This design comes from an exercise in tuning for small area and a short achievable clock period on the open sky130 flow, not from production work.
Only simulation tests tie the RTL to the original design; equivalence was not proved.
Power and IR drop assume default switching activity.

$ cat flow/run.sh
#!/bin/bash
set -euo pipefail
cd "$(dirname "$0")/.."
bash standard.sh "BUFFER_PORTS_ARGS=-buffer_cell sky130_fd_sc_hd__buf_1" \
    SETUP_SLACK_MARGIN=6 TNS_END_PERCENT=5 finish > orfs_make.log 2>&1
$ cat standard.sh
#!/bin/bash
# synth_recipe.tcl (not shown) runs the flow's synth.tcl, then flattens the netlist and writes it again
# the make line also repeats each setting of config.mk as NAME=value (left out here)
make -C /OpenROAD-flow-scripts/flow DESIGN_CONFIG=/design/flow/config.mk WORK_HOME=/design/flow/orfs CLKGATE_MAP_FILE= SYNTH_SCRIPT=/design/flow/synth_recipe.tcl "${@:-finish}"
$ cat config.mk
export PLATFORM = sky130hd
export DESIGN_NAME = systolic_array
export DESIGN_NICKNAME = systolic_array
export VERILOG_FILES = /design/flow/design.v
export SDC_FILE = /design/flow/constraint.sdc
export NUM_CORES = 4
export LEC_CHECK = 0
export CAP_MARGIN = 20
export CORE_MARGIN = 2
export CORE_UTILIZATION = 60
export SLEW_MARGIN = 20
export SYNTH_HIERARCHICAL = 1
export SYNTH_MINIMUM_KEEP_SIZE = 0
$ cat constraint.sdc
create_clock -name core_clock -period 10.0 [get_ports {clk}]
set_input_delay 2.0000 -clock core_clock [delete_from_list [all_inputs] [get_ports {clk}]]
set_output_delay 2.0000 -clock core_clock [all_outputs]
set_load 0.01 [all_outputs]
$ cat design.v
`timescale 1ns/100ps
module mac_unit (
    input         clk,
    input         clr,
    input  [7:0]  xn,
    input  [7:0]  wn,
    output [23:0] acc
);
reg [15:0] acc_lo;
reg [7:0]  acc_hi;
reg        cy;
wire [7:0] u, t;
genvar k;
generate for (k = 1; k < 8; k = k + 1) begin : inc
    assign u[k] = &acc_hi[k-1:0];
    nand2_cell tn (cy, u[k], t[k]);
end endgenerate
assign u[0] = 1'b1;
assign t[0] = ~cy;
wire [7:0] hi = ~(acc_hi ^ t);
assign acc = {hi, acc_lo};
wire pp0_0 = ~(xn[0] | wn[0]);
wire pp0_1 = ~(xn[0] | wn[1]);
wire pp0_2 = ~(xn[0] | wn[2]);
wire pp0_3 = ~(xn[0] | wn[3]);
wire pp0_4 = ~(xn[0] | wn[4]);
wire pp0_5 = ~(xn[0] | wn[5]);
wire pp0_6 = ~(xn[0] | wn[6]);
wire pp0_7 = ~(xn[0] | wn[7]);
wire pp1_0 = ~(xn[1] | wn[0]);
wire pp1_1 = ~(xn[1] | wn[1]);
wire pp1_2 = ~(xn[1] | wn[2]);
wire pp1_3 = ~(xn[1] | wn[3]);
wire pp1_4 = ~(xn[1] | wn[4]);
wire pp1_5 = ~(xn[1] | wn[5]);
wire pp1_6 = ~(xn[1] | wn[6]);
wire pp1_7 = ~(xn[1] | wn[7]);
wire pp2_0 = ~(xn[2] | wn[0]);
wire pp2_1 = ~(xn[2] | wn[1]);
wire pp2_2 = ~(xn[2] | wn[2]);
wire pp2_3 = ~(xn[2] | wn[3]);
wire pp2_4 = ~(xn[2] | wn[4]);
wire pp2_5 = ~(xn[2] | wn[5]);
wire pp2_6 = ~(xn[2] | wn[6]);
wire pp2_7 = ~(xn[2] | wn[7]);
wire pp3_0 = ~(xn[3] | wn[0]);
wire pp3_1 = ~(xn[3] | wn[1]);
wire pp3_2 = ~(xn[3] | wn[2]);
wire pp3_3 = ~(xn[3] | wn[3]);
wire pp3_4 = ~(xn[3] | wn[4]);
wire pp3_5 = ~(xn[3] | wn[5]);
wire pp3_6 = ~(xn[3] | wn[6]);
wire pp3_7 = ~(xn[3] | wn[7]);
wire pp4_0 = ~(xn[4] | wn[0]);
wire pp4_1 = ~(xn[4] | wn[1]);
wire pp4_2 = ~(xn[4] | wn[2]);
wire pp4_3 = ~(xn[4] | wn[3]);
wire pp4_4 = ~(xn[4] | wn[4]);
wire pp4_5 = ~(xn[4] | wn[5]);
wire pp4_6 = ~(xn[4] | wn[6]);
wire pp4_7 = ~(xn[4] | wn[7]);
wire pp5_0 = ~(xn[5] | wn[0]);
wire pp5_1 = ~(xn[5] | wn[1]);
wire pp5_2 = ~(xn[5] | wn[2]);
wire pp5_3 = ~(xn[5] | wn[3]);
wire pp5_4 = ~(xn[5] | wn[4]);
wire pp5_5 = ~(xn[5] | wn[5]);
wire pp5_6 = ~(xn[5] | wn[6]);
wire pp5_7 = ~(xn[5] | wn[7]);
wire pp6_0 = ~(xn[6] | wn[0]);
wire pp6_1 = ~(xn[6] | wn[1]);
wire pp6_2 = ~(xn[6] | wn[2]);
wire pp6_3 = ~(xn[6] | wn[3]);
wire pp6_4 = ~(xn[6] | wn[4]);
wire pp6_5 = ~(xn[6] | wn[5]);
wire pp6_6 = ~(xn[6] | wn[6]);
wire pp6_7 = ~(xn[6] | wn[7]);
wire pp7_0 = ~(xn[7] | wn[0]);
wire pp7_1 = ~(xn[7] | wn[1]);
wire pp7_2 = ~(xn[7] | wn[2]);
wire pp7_3 = ~(xn[7] | wn[3]);
wire pp7_4 = ~(xn[7] | wn[4]);
wire pp7_5 = ~(xn[7] | wn[5]);
wire pp7_6 = ~(xn[7] | wn[6]);
wire pp7_7 = ~(xn[7] | wn[7]);
wire hs0, hc0;
ha_cell ha0 (acc_lo[5], pp0_5, hs0, hc0);
wire fs0, fc0;
fa_cell fa0 (acc_lo[6], pp0_6, pp1_5, fs0, fc0);
wire hs1, hc1;
ha_cell ha1 (pp2_4, pp3_3, hs1, hc1);
wire fs1, fc1;
fa_cell fa1 (acc_lo[7], pp0_7, pp1_6, fs1, fc1);
wire fs2, fc2;
fa_cell fa2 (pp2_5, pp3_4, pp4_3, fs2, fc2);
wire hs2, hc2;
ha_cell ha2 (pp5_2, pp6_1, hs2, hc2);
wire fs3, fc3;
fa_cell fa3 (acc_lo[8], pp1_7, pp2_6, fs3, fc3);
wire fs4, fc4;
fa_cell fa4 (pp3_5, pp4_4, pp5_3, fs4, fc4);
wire hs3, hc3;
ha_cell ha3 (pp6_2, pp7_1, hs3, hc3);
wire fs5, fc5;
fa_cell fa5 (acc_lo[9], pp2_7, pp3_6, fs5, fc5);
wire fs6, fc6;
fa_cell fa6 (pp4_5, pp5_4, pp6_3, fs6, fc6);
wire fs7, fc7;
fa_cell fa7 (acc_lo[10], pp3_7, pp4_6, fs7, fc7);
wire hs4, hc4;
ha_cell ha4 (acc_lo[3], pp0_3, hs4, hc4);
wire fs8, fc8;
fa_cell fa8 (acc_lo[4], pp0_4, pp1_3, fs8, fc8);
wire hs5, hc5;
ha_cell ha5 (pp2_2, pp3_1, hs5, hc5);
wire fs9, fc9;
fa_cell fa9 (pp1_4, pp2_3, pp3_2, fs9, fc9);
wire fs10, fc10;
fa_cell fa10 (pp4_1, pp5_0, hs0, fs10, fc10);
wire fs11, fc11;
fa_cell fa11 (pp4_2, pp5_1, pp6_0, fs11, fc11);
wire fs12, fc12;
fa_cell fa12 (hc0, hs1, fs0, fs12, fc12);
wire fs13, fc13;
fa_cell fa13 (pp7_0, hc1, hs2, fs13, fc13);
wire fs14, fc14;
fa_cell fa14 (fc0, fs1, fs2, fs14, fc14);
wire fs15, fc15;
fa_cell fa15 (hc2, hs3, fc1, fs15, fc15);
wire fs16, fc16;
fa_cell fa16 (fc2, fs3, fs4, fs16, fc16);
wire fs17, fc17;
fa_cell fa17 (pp7_2, hc3, fc3, fs17, fc17);
wire fs18, fc18;
fa_cell fa18 (fc4, fs5, fs6, fs18, fc18);
wire fs19, fc19;
fa_cell fa19 (pp5_5, pp6_4, pp7_3, fs19, fc19);
wire fs20, fc20;
fa_cell fa20 (fc5, fc6, fs7, fs20, fc20);
wire fs21, fc21;
fa_cell fa21 (acc_lo[11], pp4_7, pp5_6, fs21, fc21);
wire fs22, fc22;
fa_cell fa22 (pp6_5, pp7_4, fc7, fs22, fc22);
wire fs23, fc23;
fa_cell fa23 (acc_lo[12], pp5_7, pp6_6, fs23, fc23);
wire hs6, hc6;
ha_cell ha6 (acc_lo[2], pp0_2, hs6, hc6);
wire fs24, fc24;
fa_cell fa24 (pp1_2, pp2_1, pp3_0, fs24, fc24);
wire fs25, fc25;
fa_cell fa25 (pp4_0, hc4, hs5, fs25, fc25);
wire fs26, fc26;
fa_cell fa26 (hc5, fc8, fs9, fs26, fc26);
wire fs27, fc27;
fa_cell fa27 (fc9, fs11, fc10, fs27, fc27);
wire fs28, fc28;
fa_cell fa28 (fc11, fs13, fc12, fs28, fc28);
wire fs29, fc29;
fa_cell fa29 (fc13, fc14, fs15, fs29, fc29);
wire fs30, fc30;
fa_cell fa30 (fc15, fc16, fs17, fs30, fc30);
wire fs31, fc31;
fa_cell fa31 (fs19, fc17, fc18, fs31, fc31);
wire fs32, fc32;
fa_cell fa32 (fc19, fs21, fc20, fs32, fc32);
wire fs33, fc33;
fa_cell fa33 (pp7_5, fc21, fs23, fs33, fc33);
wire fs34, fc34;
fa_cell fa34 (acc_lo[13], pp6_7, pp7_6, fs34, fc34);
wire hs7, hc7;
ha_cell ha7 (acc_lo[1], pp0_1, hs7, hc7);
wire fs35, fc35;
fa_cell fa35 (pp1_1, pp2_0, hs6, fs35, fc35);
wire fs36, fc36;
fa_cell fa36 (hc6, hs4, fs24, fs36, fc36);
wire fs37, fc37;
fa_cell fa37 (fc24, fs8, fs25, fs37, fc37);
wire fs38, fc38;
fa_cell fa38 (fc25, fs10, fs26, fs38, fc38);
wire fs39, fc39;
fa_cell fa39 (fc26, fs12, fs27, fs39, fc39);
wire fs40, fc40;
fa_cell fa40 (fs14, fc27, fs28, fs40, fc40);
wire fs41, fc41;
fa_cell fa41 (fs16, fc28, fs29, fs41, fc41);
wire fs42, fc42;
fa_cell fa42 (fs18, fc29, fs30, fs42, fc42);
wire fs43, fc43;
fa_cell fa43 (fs20, fc30, fs31, fs43, fc43);
wire fs44, fc44;
fa_cell fa44 (fs22, fc31, fs32, fs44, fc44);
wire fs45, fc45;
fa_cell fa45 (fc22, fs33, fc32, fs45, fc45);
wire fs46, fc46;
fa_cell fa46 (fc23, fs34, fc33, fs46, fc46);
wire fs47, fc47;
fa_cell fa47 (acc_lo[14], pp7_7, fc34, fs47, fc47);
wire sumg0, sump0;
ha_cell sumha0 (acc_lo[0], pp0_0, sump0, sumg0);
wire sumg1, sump1;
ha_cell sumha1 (pp1_0, hs7, sump1, sumg1);
wire sumg2, sump2;
ha_cell sumha2 (hc7, fs35, sump2, sumg2);
wire sumg3, sump3;
ha_cell sumha3 (fc35, fs36, sump3, sumg3);
wire sumg4, sump4;
ha_cell sumha4 (fc36, fs37, sump4, sumg4);
wire sumg5, sump5;
ha_cell sumha5 (fc37, fs38, sump5, sumg5);
wire sumg6, sump6;
ha_cell sumha6 (fc38, fs39, sump6, sumg6);
wire sumg7, sump7;
ha_cell sumha7 (fc39, fs40, sump7, sumg7);
wire sumg8, sump8;
ha_cell sumha8 (fc40, fs41, sump8, sumg8);
wire sumg9, sump9;
ha_cell sumha9 (fc41, fs42, sump9, sumg9);
wire sumg10, sump10;
ha_cell sumha10 (fc42, fs43, sump10, sumg10);
wire sumg11, sump11;
ha_cell sumha11 (fc43, fs44, sump11, sumg11);
wire sumg12, sump12;
ha_cell sumha12 (fc44, fs45, sump12, sumg12);
wire sumg13, sump13;
ha_cell sumha13 (fs46, fc45, sump13, sumg13);
wire sumg14, sump14;
ha_cell sumha14 (fs47, fc46, sump14, sumg14);
wire sumg15, sump15;
ha_cell sumha15 (acc_lo[15], fc47, sump15, sumg15);
wire sumn0;
aoi21_cell sumn0_g (sump1, sumg0, sumg1, sumn0);
wire sumn1;
nand2_cell sumn1_p (sump1, sump0, sumn1);
wire sumn2;
aoi21_cell sumn2_g (sump3, sumg2, sumg3, sumn2);
wire sumn3;
nand2_cell sumn3_p (sump3, sump2, sumn3);
wire sumn4;
aoi21_cell sumn4_g (sump5, sumg4, sumg5, sumn4);
wire sumn5;
nand2_cell sumn5_p (sump5, sump4, sumn5);
wire sumn6;
aoi21_cell sumn6_g (sump7, sumg6, sumg7, sumn6);
wire sumn7;
nand2_cell sumn7_p (sump7, sump6, sumn7);
wire sumn8;
aoi21_cell sumn8_g (sump9, sumg8, sumg9, sumn8);
wire sumn9;
nand2_cell sumn9_p (sump9, sump8, sumn9);
wire sumn10;
aoi21_cell sumn10_g (sump11, sumg10, sumg11, sumn10);
wire sumn11;
nand2_cell sumn11_p (sump11, sump10, sumn11);
wire sumn12;
aoi21_cell sumn12_g (sump13, sumg12, sumg13, sumn12);
wire sumn13;
nand2_cell sumn13_p (sump13, sump12, sumn13);
wire sumn14;
aoi21_cell sumn14_g (sump15, sumg14, sumg15, sumn14);
wire sumn15;
nand2_cell sumn15_p (sump15, sump14, sumn15);
wire sumn16;
wire sumn17;
inv_cell sumn17_i (sumn0, sumn17);
aoi21_cell sumn16_g (sump2, sumn17, sumg2, sumn16);
wire sumn18;
wire sumn19;
inv_cell sumn19_i (sumn1, sumn19);
nand2_cell sumn18_p (sump2, sumn19, sumn18);
wire sumn20;
oai21_cell sumn20_g (sumn3, sumn0, sumn2, sumn20);
wire sumn21;
nor2_cell sumn21_p (sumn3, sumn1, sumn21);
wire sumn22;
wire sumn23;
inv_cell sumn23_i (sumn4, sumn23);
aoi21_cell sumn22_g (sump6, sumn23, sumg6, sumn22);
wire sumn24;
wire sumn25;
inv_cell sumn25_i (sumn5, sumn25);
nand2_cell sumn24_p (sump6, sumn25, sumn24);
wire sumn26;
oai21_cell sumn26_g (sumn7, sumn4, sumn6, sumn26);
wire sumn27;
nor2_cell sumn27_p (sumn7, sumn5, sumn27);
wire sumn28;
wire sumn29;
inv_cell sumn29_i (sumn8, sumn29);
aoi21_cell sumn28_g (sump10, sumn29, sumg10, sumn28);
wire sumn30;
wire sumn31;
inv_cell sumn31_i (sumn9, sumn31);
nand2_cell sumn30_p (sump10, sumn31, sumn30);
wire sumn32;
oai21_cell sumn32_g (sumn11, sumn8, sumn10, sumn32);
wire sumn33;
nor2_cell sumn33_p (sumn11, sumn9, sumn33);
wire sumn34;
wire sumn35;
inv_cell sumn35_i (sumn12, sumn35);
aoi21_cell sumn34_g (sump14, sumn35, sumg14, sumn34);
wire sumn36;
wire sumn37;
inv_cell sumn37_i (sumn13, sumn37);
nand2_cell sumn36_p (sump14, sumn37, sumn36);
wire sumn38;
oai21_cell sumn38_g (sumn15, sumn12, sumn14, sumn38);
wire sumn39;
nor2_cell sumn39_p (sumn15, sumn13, sumn39);
wire sumn40;
aoi21_cell sumn40_g (sump4, sumn20, sumg4, sumn40);
wire sumn41;
nand2_cell sumn41_p (sump4, sumn21, sumn41);
wire sumn42;
wire sumn43;
inv_cell sumn43_i (sumn20, sumn43);
oai21_cell sumn42_g (sumn5, sumn43, sumn4, sumn42);
wire sumn44;
wire sumn45;
inv_cell sumn45_i (sumn21, sumn45);
nor2_cell sumn44_p (sumn5, sumn45, sumn44);
wire sumn46;
oai21_cell sumn46_g (sumn24, sumn43, sumn22, sumn46);
wire sumn47;
nor2_cell sumn47_p (sumn24, sumn45, sumn47);
wire sumn48;
aoi21_cell sumn48_g (sumn27, sumn20, sumn26, sumn48);
wire sumn49;
nand2_cell sumn49_p (sumn27, sumn21, sumn49);
wire sumn50;
aoi21_cell sumn50_g (sump12, sumn32, sumg12, sumn50);
wire sumn51;
nand2_cell sumn51_p (sump12, sumn33, sumn51);
wire sumn52;
wire sumn53;
inv_cell sumn53_i (sumn32, sumn53);
oai21_cell sumn52_g (sumn13, sumn53, sumn12, sumn52);
wire sumn54;
wire sumn55;
inv_cell sumn55_i (sumn33, sumn55);
nor2_cell sumn54_p (sumn13, sumn55, sumn54);
wire sumn56;
oai21_cell sumn56_g (sumn36, sumn53, sumn34, sumn56);
wire sumn57;
nor2_cell sumn57_p (sumn36, sumn55, sumn57);
wire sumn58;
aoi21_cell sumn58_g (sumn39, sumn32, sumn38, sumn58);
wire sumn59;
nand2_cell sumn59_p (sumn39, sumn33, sumn59);
wire sumn60;
wire sumn61;
inv_cell sumn61_i (sumn48, sumn61);
aoi21_cell sumn60_g (sump8, sumn61, sumg8, sumn60);
wire sumn62;
wire sumn63;
inv_cell sumn63_i (sumn49, sumn63);
nand2_cell sumn62_p (sump8, sumn63, sumn62);
wire sumn64;
oai21_cell sumn64_g (sumn9, sumn48, sumn8, sumn64);
wire sumn65;
nor2_cell sumn65_p (sumn9, sumn49, sumn65);
wire sumn66;
oai21_cell sumn66_g (sumn30, sumn48, sumn28, sumn66);
wire sumn67;
nor2_cell sumn67_p (sumn30, sumn49, sumn67);
wire sumn68;
aoi21_cell sumn68_g (sumn33, sumn61, sumn32, sumn68);
wire sumn69;
nand2_cell sumn69_p (sumn33, sumn63, sumn69);
wire sumn70;
oai21_cell sumn70_g (sumn51, sumn48, sumn50, sumn70);
wire sumn71;
nor2_cell sumn71_p (sumn51, sumn49, sumn71);
wire sumn72;
aoi21_cell sumn72_g (sumn54, sumn61, sumn52, sumn72);
wire sumn73;
nand2_cell sumn73_p (sumn54, sumn63, sumn73);
wire sumn74;
aoi21_cell sumn74_g (sumn57, sumn61, sumn56, sumn74);
wire sumn75;
nand2_cell sumn75_p (sumn57, sumn63, sumn75);
wire sumn76;
oai21_cell sumn76_g (sumn59, sumn48, sumn58, sumn76);
wire sumn77;
nor2_cell sumn77_p (sumn59, sumn49, sumn77);
wire [16:0] sum = {sumn76, ~(sump15 ^ sumn74), ~(sump14 ^ sumn72), sump13 ^ sumn70, ~(sump12 ^ sumn68), sump11 ^ sumn66, sump10 ^ sumn64, ~(sump9 ^ sumn60), ~(sump8 ^ sumn48), sump7 ^ sumn46, sump6 ^ sumn42, ~(sump5 ^ sumn40), sump4 ^ sumn20, ~(sump3 ^ sumn16), ~(sump2 ^ sumn0), sump1 ^ sumg0, sump0};
always @(posedge clk) begin
    if (clr) begin
        acc_lo <= 16'd0;
        acc_hi <= 8'd0;
        cy     <= 1'b0;
    end else begin
        acc_lo <= sum[15:0];
        acc_hi <= hi;
        cy     <= sum[16];
    end
end
endmodule
module mac_unit0 (
    input         clk,
    input         clr,
    input  [7:0]  x,
    input  [7:0]  w,
    output [23:0] sum
);
wire [23:0] acc = sum;
reg r_sumg0, r_sump0, r_sumG0, r_sumP0, r_sumG12, r_sumP12, r_sumG13, r_sumP13, r_sumG24, r_sumP24, r_sumG25, r_sumP25, r_sumG26, r_sumP26, r_sumG27, r_sumP27, r_sumg8, r_sump8, r_sumG4, r_sumP4, r_sumG16, r_sumP16, r_sumG17, r_sumP17, r_sumG28, r_sumP28, r_sumG29, r_sumP29, r_sumG30, r_sumP30, r_sumG31, r_sumP31, r_acc16, r_sumP8, r_sumP20, r_sumP21, r_sumP32, r_sumP33, r_sumP34, r_sumP35, r_sump1, r_sump2, r_sump3, r_sump4, r_sump5, r_sump6, r_sump7, r_sump9, r_sump10, r_sump11, r_sump12, r_sump13, r_sump14, r_sump15, r_acc17, r_acc18, r_acc19, r_acc20, r_acc21, r_acc22, r_acc23;
wire pp0_0 = x[0] & w[0];
wire pp0_1 = x[0] & w[1];
wire pp0_2 = x[0] & w[2];
wire pp0_3 = x[0] & w[3];
wire pp0_4 = x[0] & w[4];
wire pp0_5 = x[0] & w[5];
wire pp0_6 = x[0] & w[6];
wire pp0_7 = x[0] & w[7];
wire pp1_0 = x[1] & w[0];
wire pp1_1 = x[1] & w[1];
wire pp1_2 = x[1] & w[2];
wire pp1_3 = x[1] & w[3];
wire pp1_4 = x[1] & w[4];
wire pp1_5 = x[1] & w[5];
wire pp1_6 = x[1] & w[6];
wire pp1_7 = x[1] & w[7];
wire pp2_0 = x[2] & w[0];
wire pp2_1 = x[2] & w[1];
wire pp2_2 = x[2] & w[2];
wire pp2_3 = x[2] & w[3];
wire pp2_4 = x[2] & w[4];
wire pp2_5 = x[2] & w[5];
wire pp2_6 = x[2] & w[6];
wire pp2_7 = x[2] & w[7];
wire pp3_0 = x[3] & w[0];
wire pp3_1 = x[3] & w[1];
wire pp3_2 = x[3] & w[2];
wire pp3_3 = x[3] & w[3];
wire pp3_4 = x[3] & w[4];
wire pp3_5 = x[3] & w[5];
wire pp3_6 = x[3] & w[6];
wire pp3_7 = x[3] & w[7];
wire pp4_0 = x[4] & w[0];
wire pp4_1 = x[4] & w[1];
wire pp4_2 = x[4] & w[2];
wire pp4_3 = x[4] & w[3];
wire pp4_4 = x[4] & w[4];
wire pp4_5 = x[4] & w[5];
wire pp4_6 = x[4] & w[6];
wire pp4_7 = x[4] & w[7];
wire pp5_0 = x[5] & w[0];
wire pp5_1 = x[5] & w[1];
wire pp5_2 = x[5] & w[2];
wire pp5_3 = x[5] & w[3];
wire pp5_4 = x[5] & w[4];
wire pp5_5 = x[5] & w[5];
wire pp5_6 = x[5] & w[6];
wire pp5_7 = x[5] & w[7];
wire pp6_0 = x[6] & w[0];
wire pp6_1 = x[6] & w[1];
wire pp6_2 = x[6] & w[2];
wire pp6_3 = x[6] & w[3];
wire pp6_4 = x[6] & w[4];
wire pp6_5 = x[6] & w[5];
wire pp6_6 = x[6] & w[6];
wire pp6_7 = x[6] & w[7];
wire pp7_0 = x[7] & w[0];
wire pp7_1 = x[7] & w[1];
wire pp7_2 = x[7] & w[2];
wire pp7_3 = x[7] & w[3];
wire pp7_4 = x[7] & w[4];
wire pp7_5 = x[7] & w[5];
wire pp7_6 = x[7] & w[6];
wire pp7_7 = x[7] & w[7];
wire hs0, hc0;
ha_cell ha0 (acc[5], pp0_5, hs0, hc0);
wire fs0, fc0;
fa_cell fa0 (acc[6], pp0_6, pp1_5, fs0, fc0);
wire hs1, hc1;
ha_cell ha1 (pp2_4, pp3_3, hs1, hc1);
wire fs1, fc1;
fa_cell fa1 (acc[7], pp0_7, pp1_6, fs1, fc1);
wire fs2, fc2;
fa_cell fa2 (pp2_5, pp3_4, pp4_3, fs2, fc2);
wire hs2, hc2;
ha_cell ha2 (pp5_2, pp6_1, hs2, hc2);
wire fs3, fc3;
fa_cell fa3 (acc[8], pp1_7, pp2_6, fs3, fc3);
wire fs4, fc4;
fa_cell fa4 (pp3_5, pp4_4, pp5_3, fs4, fc4);
wire hs3, hc3;
ha_cell ha3 (pp6_2, pp7_1, hs3, hc3);
wire fs5, fc5;
fa_cell fa5 (acc[9], pp2_7, pp3_6, fs5, fc5);
wire fs6, fc6;
fa_cell fa6 (pp4_5, pp5_4, pp6_3, fs6, fc6);
wire fs7, fc7;
fa_cell fa7 (acc[10], pp3_7, pp4_6, fs7, fc7);
wire hs4, hc4;
ha_cell ha4 (acc[3], pp0_3, hs4, hc4);
wire fs8, fc8;
fa_cell fa8 (acc[4], pp0_4, pp1_3, fs8, fc8);
wire hs5, hc5;
ha_cell ha5 (pp2_2, pp3_1, hs5, hc5);
wire fs9, fc9;
fa_cell fa9 (pp1_4, pp2_3, pp3_2, fs9, fc9);
wire fs10, fc10;
fa_cell fa10 (pp4_1, pp5_0, hs0, fs10, fc10);
wire fs11, fc11;
fa_cell fa11 (pp4_2, pp5_1, pp6_0, fs11, fc11);
wire fs12, fc12;
fa_cell fa12 (hc0, hs1, fs0, fs12, fc12);
wire fs13, fc13;
fa_cell fa13 (pp7_0, hc1, hs2, fs13, fc13);
wire fs14, fc14;
fa_cell fa14 (fc0, fs1, fs2, fs14, fc14);
wire fs15, fc15;
fa_cell fa15 (hc2, hs3, fc1, fs15, fc15);
wire fs16, fc16;
fa_cell fa16 (fc2, fs3, fs4, fs16, fc16);
wire fs17, fc17;
fa_cell fa17 (pp7_2, hc3, fc3, fs17, fc17);
wire fs18, fc18;
fa_cell fa18 (fc4, fs5, fs6, fs18, fc18);
wire fs19, fc19;
fa_cell fa19 (pp5_5, pp6_4, pp7_3, fs19, fc19);
wire fs20, fc20;
fa_cell fa20 (fc5, fc6, fs7, fs20, fc20);
wire fs21, fc21;
fa_cell fa21 (acc[11], pp4_7, pp5_6, fs21, fc21);
wire fs22, fc22;
fa_cell fa22 (pp6_5, pp7_4, fc7, fs22, fc22);
wire fs23, fc23;
fa_cell fa23 (acc[12], pp5_7, pp6_6, fs23, fc23);
wire hs6, hc6;
ha_cell ha6 (acc[2], pp0_2, hs6, hc6);
wire fs24, fc24;
fa_cell fa24 (pp1_2, pp2_1, pp3_0, fs24, fc24);
wire fs25, fc25;
fa_cell fa25 (pp4_0, hc4, hs5, fs25, fc25);
wire fs26, fc26;
fa_cell fa26 (hc5, fc8, fs9, fs26, fc26);
wire fs27, fc27;
fa_cell fa27 (fc9, fs11, fc10, fs27, fc27);
wire fs28, fc28;
fa_cell fa28 (fc11, fs13, fc12, fs28, fc28);
wire fs29, fc29;
fa_cell fa29 (fc13, fc14, fs15, fs29, fc29);
wire fs30, fc30;
fa_cell fa30 (fc15, fc16, fs17, fs30, fc30);
wire fs31, fc31;
fa_cell fa31 (fs19, fc17, fc18, fs31, fc31);
wire fs32, fc32;
fa_cell fa32 (fc19, fs21, fc20, fs32, fc32);
wire fs33, fc33;
fa_cell fa33 (pp7_5, fc21, fs23, fs33, fc33);
wire fs34, fc34;
fa_cell fa34 (acc[13], pp6_7, pp7_6, fs34, fc34);
wire hs7, hc7;
ha_cell ha7 (acc[1], pp0_1, hs7, hc7);
wire fs35, fc35;
fa_cell fa35 (pp1_1, pp2_0, hs6, fs35, fc35);
wire fs36, fc36;
fa_cell fa36 (hc6, hs4, fs24, fs36, fc36);
wire fs37, fc37;
fa_cell fa37 (fc24, fs8, fs25, fs37, fc37);
wire fs38, fc38;
fa_cell fa38 (fc25, fs10, fs26, fs38, fc38);
wire fs39, fc39;
fa_cell fa39 (fc26, fs12, fs27, fs39, fc39);
wire fs40, fc40;
fa_cell fa40 (fs14, fc27, fs28, fs40, fc40);
wire fs41, fc41;
fa_cell fa41 (fs16, fc28, fs29, fs41, fc41);
wire fs42, fc42;
fa_cell fa42 (fs18, fc29, fs30, fs42, fc42);
wire fs43, fc43;
fa_cell fa43 (fs20, fc30, fs31, fs43, fc43);
wire fs44, fc44;
fa_cell fa44 (fs22, fc31, fs32, fs44, fc44);
wire fs45, fc45;
fa_cell fa45 (fc22, fs33, fc32, fs45, fc45);
wire fs46, fc46;
fa_cell fa46 (fc23, fs34, fc33, fs46, fc46);
wire fs47, fc47;
fa_cell fa47 (acc[14], pp7_7, fc34, fs47, fc47);
wire sumg0 = acc[0] & pp0_0;
wire sump0 = acc[0] ^ pp0_0;
wire sumg1 = pp1_0 & hs7;
wire sump1 = pp1_0 ^ hs7;
wire sumg2 = hc7 & fs35;
wire sump2 = hc7 ^ fs35;
wire sumg3 = fc35 & fs36;
wire sump3 = fc35 ^ fs36;
wire sumg4 = fc36 & fs37;
wire sump4 = fc36 ^ fs37;
wire sumg5 = fc37 & fs38;
wire sump5 = fc37 ^ fs38;
wire sumg6 = fc38 & fs39;
wire sump6 = fc38 ^ fs39;
wire sumg7 = fc39 & fs40;
wire sump7 = fc39 ^ fs40;
wire sumg8 = fc40 & fs41;
wire sump8 = fc40 ^ fs41;
wire sumg9 = fc41 & fs42;
wire sump9 = fc41 ^ fs42;
wire sumg10 = fc42 & fs43;
wire sump10 = fc42 ^ fs43;
wire sumg11 = fc43 & fs44;
wire sump11 = fc43 ^ fs44;
wire sumg12 = fc44 & fs45;
wire sump12 = fc44 ^ fs45;
wire sumg13 = fs46 & fc45;
wire sump13 = fs46 ^ fc45;
wire sumg14 = fs47 & fc46;
wire sump14 = fs47 ^ fc46;
wire sumg15 = acc[15] & fc47;
wire sump15 = acc[15] ^ fc47;
wire sumG0 = sumg1 | (sump1 & sumg0);
wire sumP0 = sump1 & sump0;
wire sumG1 = sumg3 | (sump3 & sumg2);
wire sumP1 = sump3 & sump2;
wire sumG2 = sumg5 | (sump5 & sumg4);
wire sumP2 = sump5 & sump4;
wire sumG3 = sumg7 | (sump7 & sumg6);
wire sumP3 = sump7 & sump6;
wire sumG4 = sumg9 | (sump9 & sumg8);
wire sumP4 = sump9 & sump8;
wire sumG5 = sumg11 | (sump11 & sumg10);
wire sumP5 = sump11 & sump10;
wire sumG6 = sumg13 | (sump13 & sumg12);
wire sumP6 = sump13 & sump12;
wire sumG7 = sumg15 | (sump15 & sumg14);
wire sumP7 = sump15 & sump14;
wire sumP8 = acc[17] & acc[16];
wire sumP9 = acc[19] & acc[18];
wire sumP10 = acc[21] & acc[20];
wire sumP11 = acc[23] & acc[22];
wire sumG12 = sumg2 | (sump2 & sumG0);
wire sumP12 = sump2 & sumP0;
wire sumG13 = sumG1 | (sumP1 & sumG0);
wire sumP13 = sumP1 & sumP0;
wire sumG14 = sumg6 | (sump6 & sumG2);
wire sumP14 = sump6 & sumP2;
wire sumG15 = sumG3 | (sumP3 & sumG2);
wire sumP15 = sumP3 & sumP2;
wire sumG16 = sumg10 | (sump10 & sumG4);
wire sumP16 = sump10 & sumP4;
wire sumG17 = sumG5 | (sumP5 & sumG4);
wire sumP17 = sumP5 & sumP4;
wire sumG18 = sumg14 | (sump14 & sumG6);
wire sumP18 = sump14 & sumP6;
wire sumG19 = sumG7 | (sumP7 & sumG6);
wire sumP19 = sumP7 & sumP6;
wire sumP20 = acc[18] & sumP8;
wire sumP21 = sumP9 & sumP8;
wire sumP22 = acc[22] & sumP10;
wire sumP23 = sumP11 & sumP10;
wire sumG24 = sumg4 | (sump4 & sumG13);
wire sumP24 = sump4 & sumP13;
wire sumG25 = sumG2 | (sumP2 & sumG13);
wire sumP25 = sumP2 & sumP13;
wire sumG26 = sumG14 | (sumP14 & sumG13);
wire sumP26 = sumP14 & sumP13;
wire sumG27 = sumG15 | (sumP15 & sumG13);
wire sumP27 = sumP15 & sumP13;
wire sumG28 = sumg12 | (sump12 & sumG17);
wire sumP28 = sump12 & sumP17;
wire sumG29 = sumG6 | (sumP6 & sumG17);
wire sumP29 = sumP6 & sumP17;
wire sumG30 = sumG18 | (sumP18 & sumG17);
wire sumP30 = sumP18 & sumP17;
wire sumG31 = sumG19 | (sumP19 & sumG17);
wire sumP31 = sumP19 & sumP17;
wire sumP32 = acc[20] & sumP21;
wire sumP33 = sumP10 & sumP21;
wire sumP34 = sumP22 & sumP21;
wire sumP35 = sumP23 & sumP21;
always @(posedge clk) begin
    if (clr) begin
        r_sumg0 <= 1'b0;
        r_sump0 <= 1'b0;
        r_sumG0 <= 1'b0;
        r_sumP0 <= 1'b0;
        r_sumG12 <= 1'b0;
        r_sumP12 <= 1'b0;
        r_sumG13 <= 1'b0;
        r_sumP13 <= 1'b0;
        r_sumG24 <= 1'b0;
        r_sumP24 <= 1'b0;
        r_sumG25 <= 1'b0;
        r_sumP25 <= 1'b0;
        r_sumG26 <= 1'b0;
        r_sumP26 <= 1'b0;
        r_sumG27 <= 1'b0;
        r_sumP27 <= 1'b0;
        r_sumg8 <= 1'b0;
        r_sump8 <= 1'b0;
        r_sumG4 <= 1'b0;
        r_sumP4 <= 1'b0;
        r_sumG16 <= 1'b0;
        r_sumP16 <= 1'b0;
        r_sumG17 <= 1'b0;
        r_sumP17 <= 1'b0;
        r_sumG28 <= 1'b0;
        r_sumP28 <= 1'b0;
        r_sumG29 <= 1'b0;
        r_sumP29 <= 1'b0;
        r_sumG30 <= 1'b0;
        r_sumP30 <= 1'b0;
        r_sumG31 <= 1'b0;
        r_sumP31 <= 1'b0;
        r_acc16 <= 1'b0;
        r_sumP8 <= 1'b0;
        r_sumP20 <= 1'b0;
        r_sumP21 <= 1'b0;
        r_sumP32 <= 1'b0;
        r_sumP33 <= 1'b0;
        r_sumP34 <= 1'b0;
        r_sumP35 <= 1'b0;
        r_sump1 <= 1'b0;
        r_sump2 <= 1'b0;
        r_sump3 <= 1'b0;
        r_sump4 <= 1'b0;
        r_sump5 <= 1'b0;
        r_sump6 <= 1'b0;
        r_sump7 <= 1'b0;
        r_sump9 <= 1'b0;
        r_sump10 <= 1'b0;
        r_sump11 <= 1'b0;
        r_sump12 <= 1'b0;
        r_sump13 <= 1'b0;
        r_sump14 <= 1'b0;
        r_sump15 <= 1'b0;
        r_acc17 <= 1'b0;
        r_acc18 <= 1'b0;
        r_acc19 <= 1'b0;
        r_acc20 <= 1'b0;
        r_acc21 <= 1'b0;
        r_acc22 <= 1'b0;
        r_acc23 <= 1'b0;
    end else begin
        r_sumg0 <= sumg0;
        r_sump0 <= sump0;
        r_sumG0 <= sumG0;
        r_sumP0 <= sumP0;
        r_sumG12 <= sumG12;
        r_sumP12 <= sumP12;
        r_sumG13 <= sumG13;
        r_sumP13 <= sumP13;
        r_sumG24 <= sumG24;
        r_sumP24 <= sumP24;
        r_sumG25 <= sumG25;
        r_sumP25 <= sumP25;
        r_sumG26 <= sumG26;
        r_sumP26 <= sumP26;
        r_sumG27 <= sumG27;
        r_sumP27 <= sumP27;
        r_sumg8 <= sumg8;
        r_sump8 <= sump8;
        r_sumG4 <= sumG4;
        r_sumP4 <= sumP4;
        r_sumG16 <= sumG16;
        r_sumP16 <= sumP16;
        r_sumG17 <= sumG17;
        r_sumP17 <= sumP17;
        r_sumG28 <= sumG28;
        r_sumP28 <= sumP28;
        r_sumG29 <= sumG29;
        r_sumP29 <= sumP29;
        r_sumG30 <= sumG30;
        r_sumP30 <= sumP30;
        r_sumG31 <= sumG31;
        r_sumP31 <= sumP31;
        r_acc16 <= acc[16];
        r_sumP8 <= sumP8;
        r_sumP20 <= sumP20;
        r_sumP21 <= sumP21;
        r_sumP32 <= sumP32;
        r_sumP33 <= sumP33;
        r_sumP34 <= sumP34;
        r_sumP35 <= sumP35;
        r_sump1 <= sump1;
        r_sump2 <= sump2;
        r_sump3 <= sump3;
        r_sump4 <= sump4;
        r_sump5 <= sump5;
        r_sump6 <= sump6;
        r_sump7 <= sump7;
        r_sump9 <= sump9;
        r_sump10 <= sump10;
        r_sump11 <= sump11;
        r_sump12 <= sump12;
        r_sump13 <= sump13;
        r_sump14 <= sump14;
        r_sump15 <= sump15;
        r_acc17 <= acc[17];
        r_acc18 <= acc[18];
        r_acc19 <= acc[19];
        r_acc20 <= acc[20];
        r_acc21 <= acc[21];
        r_acc22 <= acc[22];
        r_acc23 <= acc[23];
    end
end
wire sumG36 = r_sumg8 | (r_sump8 & r_sumG27);
wire sumP36 = r_sump8 & r_sumP27;
wire sumG37 = r_sumG4 | (r_sumP4 & r_sumG27);
wire sumP37 = r_sumP4 & r_sumP27;
wire sumG38 = r_sumG16 | (r_sumP16 & r_sumG27);
wire sumP38 = r_sumP16 & r_sumP27;
wire sumG39 = r_sumG17 | (r_sumP17 & r_sumG27);
wire sumP39 = r_sumP17 & r_sumP27;
wire sumG40 = r_sumG28 | (r_sumP28 & r_sumG27);
wire sumP40 = r_sumP28 & r_sumP27;
wire sumG41 = r_sumG29 | (r_sumP29 & r_sumG27);
wire sumP41 = r_sumP29 & r_sumP27;
wire sumG42 = r_sumG30 | (r_sumP30 & r_sumG27);
wire sumP42 = r_sumP30 & r_sumP27;
wire sumG43 = r_sumG31 | (r_sumP31 & r_sumG27);
wire sumP43 = r_sumP31 & r_sumP27;
wire sumG44 = r_acc16 & sumG43;
wire sumP44 = r_acc16 & sumP43;
wire sumG45 = r_sumP8 & sumG43;
wire sumP45 = r_sumP8 & sumP43;
wire sumG46 = r_sumP20 & sumG43;
wire sumP46 = r_sumP20 & sumP43;
wire sumG47 = r_sumP21 & sumG43;
wire sumP47 = r_sumP21 & sumP43;
wire sumG48 = r_sumP32 & sumG43;
wire sumP48 = r_sumP32 & sumP43;
wire sumG49 = r_sumP33 & sumG43;
wire sumP49 = r_sumP33 & sumP43;
wire sumG50 = r_sumP34 & sumG43;
wire sumP50 = r_sumP34 & sumP43;
wire sumG51 = r_sumP35 & sumG43;
wire sumP51 = r_sumP35 & sumP43;
assign sum = {r_acc23 ^ sumG50, r_acc22 ^ sumG49, r_acc21 ^ sumG48, r_acc20 ^ sumG47, r_acc19 ^ sumG46, r_acc18 ^ sumG45, r_acc17 ^ sumG44, r_acc16 ^ sumG43, r_sump15 ^ sumG42, r_sump14 ^ sumG41, r_sump13 ^ sumG40, r_sump12 ^ sumG39, r_sump11 ^ sumG38, r_sump10 ^ sumG37, r_sump9 ^ sumG36, r_sump8 ^ r_sumG27, r_sump7 ^ r_sumG26, r_sump6 ^ r_sumG25, r_sump5 ^ r_sumG24, r_sump4 ^ r_sumG13, r_sump3 ^ r_sumG12, r_sump2 ^ r_sumG0, r_sump1 ^ r_sumg0, r_sump0};
endmodule
module fa_cell (input a, input b, input c, output s, output co);
assign s = a ^ b ^ c;
assign co = (a & b) | (a & c) | (b & c);
endmodule
module ha_cell (input a, input b, output s, output co);
assign s = a ^ b;
assign co = a & b;
endmodule
module aoi21_cell (input a1, input a2, input b1, output y);
assign y = ~((a1 & a2) | b1);
endmodule
module oai21_cell (input a1, input a2, input b1, output y);
assign y = ~((a1 | a2) & b1);
endmodule
module nand2_cell (input a, input b, output y);
assign y = ~(a & b);
endmodule
module nor2_cell (input a, input b, output y);
assign y = ~(a | b);
endmodule
module inv_cell (input a, output y);
assign y = ~a;
endmodule
`timescale 1ns/100ps
module systolic_array #(
    parameter NUM_ROW = 8,
    parameter NUM_COL = 8,
    parameter IN_WORD_SIZE = 8,
    parameter OUT_WORD_SIZE = 24
)(
    input                                           clk,
    input                                           rst,
    input      [NUM_COL*IN_WORD_SIZE-1:0]           top_inputs,
    input      [NUM_ROW*IN_WORD_SIZE-1:0]           left_inputs,
    output reg                                      compute_done,
    output reg [OUT_WORD_SIZE-1:0]                  cycles_count,
    output     [0:OUT_WORD_SIZE*NUM_ROW*NUM_COL-1]  pe_register_vals
);
localparam W = IN_WORD_SIZE;
localparam ND = NUM_ROW + NUM_COL - 2;    
always @(posedge clk) begin
    if (rst)
        cycles_count <= 0;
    else
        cycles_count <= cycles_count + 1;
end
always @(posedge clk) begin
    if (rst)
        compute_done <= 1'b0;
    else if (cycles_count == 22)
        compute_done <= 1'b1;
end
reg [ND-1:0] rst_hist;
always @(posedge clk)
    rst_hist <= {rst_hist[ND-2:0] | {(ND-1){rst}}, rst};
wire [ND:0] clr = {rst_hist | {ND{rst}}, rst};
genvar i, j;
generate
for (i = 0; i < NUM_ROW; i = i + 1) begin : row
    localparam N = i + NUM_COL - 1;
    reg  [W*N-1:0] dl;
    wire [W*(N+1)-1:0] st = {dl, ~left_inputs[W*i +: W]};
    always @(posedge clk)
        dl <= st[W*N-1:0];
end
for (j = 0; j < NUM_COL; j = j + 1) begin : col
    localparam N = j + NUM_ROW - 1;
    reg  [W*N-1:0] dl;
    wire [W*(N+1)-1:0] st = {dl, ~top_inputs[W*j +: W]};
    always @(posedge clk)
        dl <= st[W*N-1:0];
end
for (i = 0; i < NUM_ROW; i = i + 1) begin : pr
    for (j = 0; j < NUM_COL; j = j + 1) begin : pc
        if (i + j == 0) begin : g0
            mac_unit0 pe (
                .clk (clk),
                .clr (clr[0]),
                .x   (left_inputs[0 +: W]),
                .w   (top_inputs[0 +: W]),
                .sum (pe_register_vals[0 +: OUT_WORD_SIZE])
            );
        end else begin : g
            mac_unit pe (
                .clk (clk),
                .clr (clr[i+j]),
                .xn  (row[i].st[W*(i+j) +: W]),
                .wn  (col[j].st[W*(i+j) +: W]),
                .acc (pe_register_vals[OUT_WORD_SIZE*(NUM_COL*i+j) +: OUT_WORD_SIZE])
            );
        end
    end
end
endgenerate
endmodule
==> report_table.html <==
<table>
<tr><th>Metric</th><th>Value</th></tr>
<tr><th colspan="2">Setup path</th></tr>
<tr><td>Critical Path Start</td><td>left_inputs[0]</td></tr>
<tr><td>Worst path max stage delay</td><td>0.56 ns</td></tr>
<tr><td>Cell occurring most often along the worst timing path</td><td>fa_2</td></tr>
<tr><td>Worst-path fanout max</td><td>9</td></tr>
<tr><td>Data required time of the critical path</td><td>between 10 and 15 ns</td></tr>
<tr><td>WP data arrival</td><td>around 5 ns</td></tr>
<tr><td>Worst r2r src</td><td>row[7].dl[98]$_DFF_P_</td></tr>
<tr><td>Crit Path Class</td><td>in2reg</td></tr>
<tr><td>Reg-to-reg slack, setup</td><td>about 5.8 ns</td></tr>
<tr><td>Path depth of the worst reg2reg path</td><td>13</td></tr>
<tr><td>Highest-delay cell along the critical path</td><td>fa_2</td></tr>
<tr><td>Element type at the critical path start</td><td>input port</td></tr>
<tr><td>Cells traversed along the worst timing path</td><td>buf_2 &gt; and2_1 &gt; fa_2 &gt; fa_2 &gt; fa_2 &gt; fa_1 &gt; ha_2 &gt; nor2b_1 &gt; and2_1 &gt; and3_4 &gt; and3_1</td></tr>
<tr><td>Endpoint class of the critical path</td><td>register</td></tr>
<tr><th colspan="2">Clock network</th></tr>
<tr><td>Maximum buffer depth of the clock tree</td><td>4</td></tr>
<tr><td>Root Buffer Master</td><td>clkbuf_16</td></tr>
<tr><td>Number of sinks driven by the clock tree</td><td>approximately 3000</td></tr>
<tr><td>CTS tree</td><td>built</td></tr>
<tr><td>H-tree levels</td><td>5</td></tr>
<tr><td>Worst-skew pair later-pin latency</td><td>between 0.9 and 1 ns</td></tr>
<tr><td>CTS buffer count</td><td>roughly 340</td></tr>
<tr><td>Clock-pin slew on the worst setup and hold paths</td><td>~0.060 ns</td></tr>
<tr><td>Hold-fix buffer count after cts</td><td>0</td></tr>
<tr><th colspan="2">Floorplanning</th></tr>
<tr><td>Die Y-Extent</td><td>595 um</td></tr>
<tr><td>Boundary Pins</td><td>between 1500 and 2000</td></tr>
<tr><td>Die area</td><td>approximately 350000 um2</td></tr>
<tr><td>Die Wd</td><td>slightly below 600 um</td></tr>
<tr><td>Floorplan row count</td><td>~220</td></tr>
<tr><td>Starting Density</td><td>roughly three fifths</td></tr>
<tr><td>Floorplan Core Area</td><td>roughly 350000 um2</td></tr>
<tr><th colspan="2">Pwr</th></tr>
<tr><td>IR Drop Worst-Case VDD</td><td>0.201 mV</td></tr>
<tr><td>Share of total power consumed by net switching</td><td>between 30% and 40%</td></tr>
<tr><td>Sequential share of power</td><td>between 20% and 30%</td></tr>
<tr><td>Pwr per Cell Area</td><td>a little over 200 nW/um2</td></tr>
<tr><td>Internal power component</td><td>between 20 and 30 mW</td></tr>
<tr><td>Final Total Pwr</td><td>just under 50 mW</td></tr>
<tr><td>Net load switching power</td><td>~19 mW</td></tr>
<tr><td>Portion of total power attributed to the clock network</td><td>~27%</td></tr>
<tr><td>Combinational share of power</td><td>44.7%</td></tr>
<tr><td>Reported leakage power</td><td>~100 nW</td></tr>
<tr><th colspan="2">Logic synthesis</th></tr>
<tr><td>Primary flip-flop cell chosen by synthesis mapping</td><td>dfxtp_1</td></tr>
<tr><td>Synthesized area per cell</td><td>10.0 um2</td></tr>
<tr><td>Syn_nets</td><td>~26000</td></tr>
<tr><td>Ys async rst share</td><td>0%</td></tr>
<tr><td>Number of distinct library cells after synthesis</td><td>a little under 50</td></tr>
<tr><td>Number of synthesized register bits</td><td>approximately 3000</td></tr>
<tr><td>Mapped Cells</td><td>approximately 21000</td></tr>
<tr><td>Synth Warn #</td><td>9</td></tr>
<tr><td>Fraction of the yosys area taken by sequential cells</td><td>between 20% and 30%</td></tr>
<tr><td>Post-synthesis cell area</td><td>between 200000 and 250000 um2</td></tr>
<tr><td>Number of synthesized flops with an enable pin</td><td>0</td></tr>
<tr><th colspan="2">STA</th></tr>
<tr><td>Rel. slew slack</td><td>a little over a quarter</td></tr>
<tr><td>Post-route setup TNS</td><td>0 ns</td></tr>
<tr><td>Number of failing hold endpoints at the final stage</td><td>0</td></tr>
<tr><td>Fmax achieved</td><td>roughly 230 MHz</td></tr>
<tr><td>RSZ-0062 raised after global routing</td><td>true</td></tr>
<tr><td>Final worst path period share</td><td>between 40% and 50%</td></tr>
<tr><td>Final Max Slew Viols</td><td>0</td></tr>
<tr><td>Slew @ Worst Pin</td><td>1.10 ns</td></tr>
<tr><td>Final setup vio count</td><td>0</td></tr>
<tr><td>Worst-case clock skew</td><td>~0.053 ns</td></tr>
<tr><td>Shortest clock period the worst path allows after layout</td><td>approximately 4.3 ns</td></tr>
<tr><td>Minimum hold slack</td><td>~0.29 ns</td></tr>
<tr><th colspan="2">Placed design</th></tr>
<tr><td>Post-place instance area</td><td>217000 um2</td></tr>
<tr><td>Estimated wirelength of the detail-placed design</td><td>503000 um</td></tr>
<tr><td>Port-buffer cells</td><td>roughly 1700</td></tr>
<tr><td>Total placed cells including tap cells</td><td>26002</td></tr>
<tr><td>Last weighted congestion value of the routability-driven placer</td><td>~0.94</td></tr>
<tr><th colspan="2">Finish</th></tr>
<tr><td>Most common cell after layout, fill and taps aside</td><td>nor2_1</td></tr>
<tr><td>Growth of design area from synthesis to finish</td><td>11.5%</td></tr>
<tr><td>Total area of sequential cells</td><td>slightly above 60000 um2</td></tr>
<tr><td>Filler cell count</td><td>around 28000</td></tr>
<tr><td>Finished layout cell area</td><td>roughly 230000 um2</td></tr>
<tr><td>Commonest non-fill, non-tap cells in the layout</td><td>5289 x nor2_1, 3060 x fa_1, 2477 x dfxtp_1</td></tr>
<tr><td>Final-stage net count</td><td>about 27000</td></tr>
<tr><td>Area taken by multi-input logic gates</td><td>143000 um2</td></tr>
<tr><td>Share of cells above drive strength 1</td><td>between 10 and 15%</td></tr>
<tr><td>Cell Count, Final, Fillers Out</td><td>between 20000 and 30000</td></tr>
<tr><th colspan="2">Detailed routing</th></tr>
<tr><td>Iteration-0 DRC count of the detailed router</td><td>between 8000 and 9000</td></tr>
<tr><td>Total via count after detailed routing</td><td>147377</td></tr>
<tr><td>Number of nets with antenna violations after detailed routing</td><td>0</td></tr>
<tr><td>Detailed Routing Iterations Pass 1</td><td>5</td></tr>
<tr><td>WL/cell</td><td>roughly 23 um</td></tr>
<tr><td>Routed WL</td><td>between 600000 and 700000 um</td></tr>
<tr><td>Detail-routed via count per cell</td><td>between 5 and 6</td></tr>
<tr><td>DRC</td><td>0</td></tr>
<tr><th colspan="2">Min path</th></tr>
<tr><td>Path category of the worst min-delay check</td><td>reg2reg</td></tr>
<tr><td>Min-Delay Path Depth</td><td>0</td></tr>
<tr><td>Start point of the worst min-delay path</td><td>col[2].dl[4]$_DFF_P_</td></tr>
<tr><th colspan="2">Global route</th></tr>
<tr><td>Largest net degree at the start of global routing</td><td>approximately 140</td></tr>
<tr><td>GRT Resource Usage Total</td><td>a little over a third</td></tr>
<tr><td>Number of global-route vias before repair</td><td>~150k</td></tr>
<tr><td>Congestion Overflow GR</td><td>0</td></tr>
<tr><td>Wire length of the first global-routing pass</td><td>~940000 um</td></tr>
<tr><td>Initial antenna violation count</td><td>30</td></tr>
<tr><th colspan="2">Status</th></tr>
<tr><td>Status</td><td>complete, no violations</td></tr>
<tr><th colspan="2">Flow run</th></tr>
<tr><td>Reported max-cap violation count</td><td>0</td></tr>
</table>
==> sequential cells by signal, summed over array words and instances, names as in the netlist, 14 cells and up <==
name / flops
rst_hist: 14
cycles_count: 24
row.dl: 672
pr.pc.g.pe.acc_lo: 1008
pr.pc.g.pe.cy: 63
pr.pc.g.pe.acc_hi: 504
col.dl: 672
==> final cells by class <==
cell class | count | share of cell area, %
diodes | 12 | 0.0129
well taps | 4578 | 2.46
clock inverters | 187 | 0.988
multi-input cells | 15871 | 61.3
inverters | 836 | 1.35
clock buffers | 441 | 4.10
flip-flops and latches | 3011 | 26.3
repair buffers | 1873 | 3.43
==> Yosys cell counts (4+ instances only) <==
| master | number | area, um2 |
|---|---|---|
| inv_1 | 833 | 3130 |
| fa_1 | 3072 | 61500 |
| dfxtp_1 | 3011 | 60300 |
| and2_1 | 130 | 813 |
| nand4_1 | 5 | 31.3 |
| xor2_1 | 583 | 5110 |
| or3_1 | 9 | 56.3 |
| a21oi_1 | 24 | 120 |
| and3_2 | 63 | 473 |
| clkbuf_1 | 1013 | 3800 |
| xnor2_1 | 896 | 7850 |
| or2_2 | 14 | 87.6 |
| nor2_1 | 5329 | 20000 |
| o21ai_0 | 13 | 65.1 |
| and4_4 | 63 | 709 |
| nand3_1 | 10 | 50.1 |
| a21oi_2 | 1261 | 11000 |
| nor3_1 | 4 | 20.0 |
| nand2_1 | 1215 | 4560 |
| and3_1 | 70 | 438 |
| buf_2 | 128 | 641 |
| and2_2 | 63 | 473 |
| ha_1 | 1540 | 19300 |
| o21ai_1 | 757 | 3790 |
| a211oi_1 | 4 | 30.0 |
| nor4_1 | 5 | 31.3 |
| and4_1 | 68 | 596 |
| nor2b_1 | 655 | 4100 |
==> worst max-delay path: cells and delay by family <==
family	cells	cell delay, ns
fa+ha+maj	5	2.10
simple gates	5	0.87
buf+inv	1	0.16
==> Yosys stat by module, one instance, submodules excluded, excerpt <==
module	cell area [um2]	copies in the design	cells inside
fa_cell	20.0	3072	1
mac_unit	1180	63	161
systolic_array	28900	1	1632
oai21_cell	5.00	756	1
aoi21_cell	8.76	1260	1
ha_cell	12.5	1520	1
nor2_cell	3.75	315	1
==> metrics by stage <==
step	setup slack (ns)	util, %
after floorplan	5.06	-
after global placement	4.51	62.6
after detailed placement	4.55	62.6
after CTS	5.61	66.5
after global routing	5.62	67.3
final	5.68	67.3
==> per-layer routing <==
metal / GRT usage [%] / vias up / routed length (um)
li1: - / 67668 / -
met1: 41.3 / 73991 / 232000
met2: 57.2 / 4528 / 290000
met3: 10.2 / 1176 / 53300
met4: 22.2 / 14 / 47300
met5: 0 / - / 100
==> power groups by stage <==
| stage | Clock (mW) | Sequential, mW | Combinational (mW) |
|---|---|---|---|
| floorplan | 0 | 13.0 | 17.3 |
| global placement | 0 | 13.7 | 20.2 |
| detailed placement | 0 | 13.7 | 20.4 |
| CTS | 13.5 | 13.5 | 20.8 |
| global route | 14.0 | 13.5 | 24.3 |
| finish | 13.3 | 13.5 | 21.6 |
==> logic make-up after synthesis <==
| logic type | count (synthesis) | share of synthesized area, % |
|---|---|---|
| XOR/XNOR | 1479 | 6.19 |
| buffers and inverters | 1981 | 3.64 |
| flip-flops | 3011 | 28.8 |
| AO/OA/AOI/OAI | 2067 | 7.24 |
| AND/OR/NAND/NOR | 7713 | 15.5 |
| adder cells (fa/ha/maj) | 4612 | 38.6 |
==> path summary, 6_finish.rpt <==
kind	endpoint
setup / recovery	pr[0].pc[0].g0.pe.r_sumP29$_SDFF_PP0_
setup reg to reg	pr[7].pc[6].g.pe.acc_lo[15]$_SDFF_PP0_
hold reg to reg	col[2].dl[12]$_DFF_P_
hold / removal	col[2].dl[12]$_DFF_P_
==> repair_timing <==
item / 4_1_cts / 5_1_grt
cloned: 0 / 0
endpoints found under the setup margin: 897 / 1090
setup buffers: 96 / 71
gates resized for setup: 304 / 840
pin swaps: 76 / 16

separate check: timing with driven ports:
No port has a modelled driver above. Below, the same layout with a new extraction and two added sets of constraints. Step 1 sets driving cells, clkbuf_16 on the clock port and buf_2 on the other inputs (assumed; they add their load-dependent delay and slew). Step 2 moves the port delays by t, midway between the first and last clock arrival at a register: inputs arrive t later, outputs are due t later. That takes back most of the time a late clock gives input paths. Three values: no drivers, after step 1, after step 2; two values: the first two.
t (ns): 1.056
setup WS [ns]: 5.683 / 5.578 / 4.707
worst register clock-pin slew, ns: 0.07 / 0.07
After both steps this run still meets setup and hold. The setup slack of this run moves by -0.105 ns with the drivers and by -0.976 ns with both steps.
